Source: an optimization exercise on an open RTL-to-GDS flow (aim: small area, a short achievable clock period and few clock cycles). Production flows keep margins and buffers that such runs may drop. Function was checked by simulation only, so behaviour that the tests miss may differ from the original. No activity file was given, so power comes from the tool's default toggle rates.

==> flow/design.v (excerpt) <==
module LASER (
    input CLK,
    input RST,
    input  [3:0] X,
    input  [3:0] Y,
    output [3:0] C1X,
    output [3:0] C1Y,
    output [3:0] C2X,
    output [3:0] C2Y,
    output reg DONE
);
For scale: ~650 flip-flops, about 27 I/O pins, roughly 0.037 mm^2 of cells after synthesis.
clock: 11.0 ns
lec_check: 0
abc_area: 1
cap_margin: 20
core_margin: 2
core_utilization: 40
cts_cluster_diameter: 80
cts_cluster_size: 16
slew_margin: 20
setup_slack_margin: 7.5
standard.sh (not shown) runs the stock make flow with config.mk's settings and CLKGATE_MAP_FILE= SYNTH_SCRIPT=/design/flow/synth_recipe.tcl, a recipe that flattens the netlist after the stock synthesis.
==> flow/flow/run.sh <==
#!/bin/bash
set -e
cp standard.sh standard.sh.log.txt 2>/dev/null || true
sed -i 's/^export SETUP_SLACK_MARGIN.*$//' config.mk
echo "export SETUP_SLACK_MARGIN = ${MARGIN:-7.5}" >> config.mk
bash standard.sh > standard.log 2>&1
Testbench counts at the start, summed over its fixed seeds: cycles 12,021.
Change:
==> flow/flow/run.sh (replaced) <==
#!/bin/bash
set -e
sed -i 's/^export SETUP_SLACK_MARGIN.*$//' config.mk
echo "export SETUP_SLACK_MARGIN = 7.5" >> config.mk
echo "export BUFFER_PORTS_ARGS = -buffer_cell sky130_fd_sc_hd__buf_2" >> config.mk
bash standard.sh > standard.log 2>&1
BUFFER_PORTS_ARGS = -buffer_cell sky130_fd_sc_hd__buf_2   (was not set)
CTS_CLUSTER_DIAMETER = 100   (was 80)
CTS_CLUSTER_SIZE = 20   (was 16)
Outcome: Utilization drops by 0.40 points; critical path depth climbs by 2; power drops by a few percent; setup slack barely changes; worst hold slack is better by 0.0091 ns; register-to-register slack stays flat; final cell count stays flat; flip-flop and latch count stays the same.

---

LASER again, from the RTL that the note above started with.
==> flow/config.mk <==
export PLATFORM = sky130hd
export DESIGN_NAME = LASER
export DESIGN_NICKNAME = LASER
export VERILOG_FILES = /design/flow/design.v
export SDC_FILE = /design/flow/constraint.sdc
export NUM_CORES = 4
export LEC_CHECK = 0
export ABC_AREA = 1
export CAP_MARGIN = 20
export CORE_MARGIN = 2
export CORE_UTILIZATION = 40
export CTS_CLUSTER_DIAMETER = 100
export CTS_CLUSTER_SIZE = 20
export SLEW_MARGIN = 20
export SETUP_SLACK_MARGIN = 7.6
==> flow/constraint.sdc <==
create_clock -name core_clock -period 11.0 [get_ports {CLK}]
set_input_delay 2.2000 -clock core_clock [delete_from_list [all_inputs] [get_ports {CLK}]]
set_output_delay 2.2000 -clock core_clock [all_outputs]
set_load 0.01 [all_outputs]
==> flow/flow/run.sh <==
#!/bin/bash
set -e
cp standard.sh standard.sh.log.txt 2>/dev/null || true
sed -i 's/^export SETUP_SLACK_MARGIN.*$//' config.mk
echo "export SETUP_SLACK_MARGIN = ${MARGIN:-7.6}" >> config.mk
bash standard.sh > standard.log 2>&1
The first run went through all stages and came out clean.
Testbench counts at the start, summed over its fixed seeds: cycles 12,021.
==> next run, changes <==
==> flow/flow/run.sh (replaced) <==
#!/bin/bash
set -e
cp standard.sh standard.sh.log.txt 2>/dev/null || true
sed -i 's/^export SETUP_SLACK_MARGIN.*$//' config.mk
echo "export SETUP_SLACK_MARGIN = ${MARGIN:-7.5}" >> config.mk
bash standard.sh > standard.log 2>&1
- CTS_CLUSTER_SIZE: 20 -> 24
- SETUP_SLACK_MARGIN: 7.6 -> 7.5
Result:
- The new run completed without violations
- synthesized cell count is unchanged
- clock-buffer cell count decreases by 4
- combinational power stays flat
==> next run, changes <==
==> flow/flow/run.sh (replaced) <==
#!/bin/bash
set -e
cp standard.sh standard.sh.log.txt 2>/dev/null || true
sed -i 's/^export SETUP_SLACK_MARGIN.*$//' config.mk
echo "export SETUP_SLACK_MARGIN = ${MARGIN:-7.4}" >> config.mk
bash standard.sh > standard.log 2>&1
- CTS_CLUSTER_SIZE: 24 -> 20
- SETUP_SLACK_MARGIN: 7.5 -> 7.4
Effect: The changed run completed with no timing, DRC or antenna violations. Cell count is about the same. Routed wire length stays the same. Sequential share of layout area increases by 0.14 points.

---

LASER again, from the RTL that the note above started with.
// LASER
module LASER (
    input CLK,
    input RST,
    input  [3:0] X,
    input  [3:0] Y,
    output [3:0] C1X,
    output [3:0] C1Y,
    output [3:0] C2X,
    output [3:0] C2Y,
    output reg DONE
);
==> flow/config.mk <==
export PLATFORM = sky130hd
export DESIGN_NAME = LASER
export DESIGN_NICKNAME = LASER
export VERILOG_FILES = /design/flow/design.v
export SDC_FILE = /design/flow/constraint.sdc
export NUM_CORES = 4
export LEC_CHECK = 0
export ABC_AREA = 1
export CAP_MARGIN = 10
export CORE_MARGIN = 2
export CORE_UTILIZATION = 40
export CTS_CLUSTER_DIAMETER = 100
export CTS_CLUSTER_SIZE = 20
export SLEW_MARGIN = 10
export SETUP_SLACK_MARGIN = 7.7
==> flow/constraint.sdc <==
create_clock -name core_clock -period 11.0 [get_ports {CLK}]
set_input_delay 2.2000 -clock core_clock [delete_from_list [all_inputs] [get_ports {CLK}]]
set_output_delay 2.2000 -clock core_clock [all_outputs]
set_load 0.01 [all_outputs]
==> flow/flow/run.sh <==
#!/bin/bash
set -e
cp standard.sh standard.sh.log.txt 2>/dev/null || true
sed -i 's/^export SETUP_SLACK_MARGIN.*$//' config.mk
echo "export SETUP_SLACK_MARGIN = ${MARGIN:-7.7}" >> config.mk
bash standard.sh > standard.log 2>&1
Testbench counts at the start, summed over its fixed seeds: cycles 12,021.
Change:
==> flow/flow/run.sh (replaced) <==
#!/bin/bash
set -e
cp standard.sh standard.sh.log.txt 2>/dev/null || true
sed -i 's/^export SETUP_SLACK_MARGIN.*$//' config.mk
echo "export SETUP_SLACK_MARGIN = ${MARGIN:-7.25}" >> config.mk
bash standard.sh > standard.log 2>&1
- CAP_MARGIN: 10 -> 20
- CTS_CLUSTER_DIAMETER: 100 -> default
- CTS_CLUSTER_SIZE: 20 -> default
- SETUP_SLACK_MARGIN: 7.7 -> 7.25
- SLEW_MARGIN: 10 -> 20
After rerunning: The new run went through all stages and came out clean; utilization drops by 1.1 points; via count drops by 1.3%; maximum frequency drops by 10%; setup slack gets worse by 0.40 ns; sequential share of layout area climbs by 0.52 points; critical path depth drops by 4; wire length drops by 3.3%; final area drops by about 2.4%.

separate check: timing with driven ports:
Ports are ideal in the flow. The routed layouts listed here were re-timed in OpenROAD.
Step 1, drivers: a clkbuf_16 drives CLK and a buf_2 each remaining input, both assumed.
Step 2 moves the port delays by t, midway between the first and last clock arrival at a register: inputs arrive t later, outputs are due t later. That takes back most of the time a late clock gives input paths.
a / b / c = ideal / step 1 / step 2; a / b = the first two.
| run | t (ns) | setup slack, ns | slew at the worst register clock pin (ns) |
|---|---|---|---|
| the first run of note 1 | 0.679 | 7.461 / 7.461 / 7.174 | 0.08 / 0.08 |
| the second run of note 1 | 0.663 | 7.459 / 7.459 / 7.459 | 0.10 / 0.10 |
| the first run of note 2 | 0.661 | 7.551 / 7.551 / 7.131 | 0.10 / 0.10 |
| the second run of note 2 | 0.663 | 7.457 / 7.457 / 7.120 | 0.10 / 0.10 |
| the third run of note 2 | 0.661 | 7.360 / 7.360 / 7.135 | 0.10 / 0.10 |
| the first run of note 3 | 0.667 | 7.602 / 7.602 / 7.306 | 0.09 / 0.09 |
| the second run of note 3 | 0.691 | 7.205 / 7.205 / 7.129 | 0.07 / 0.07 |
After both steps every run listed still meets setup and hold. The setup slack of the first run of note 2, which loses most, moves by 0.000 ns with the drivers and by -0.420 ns with both steps.
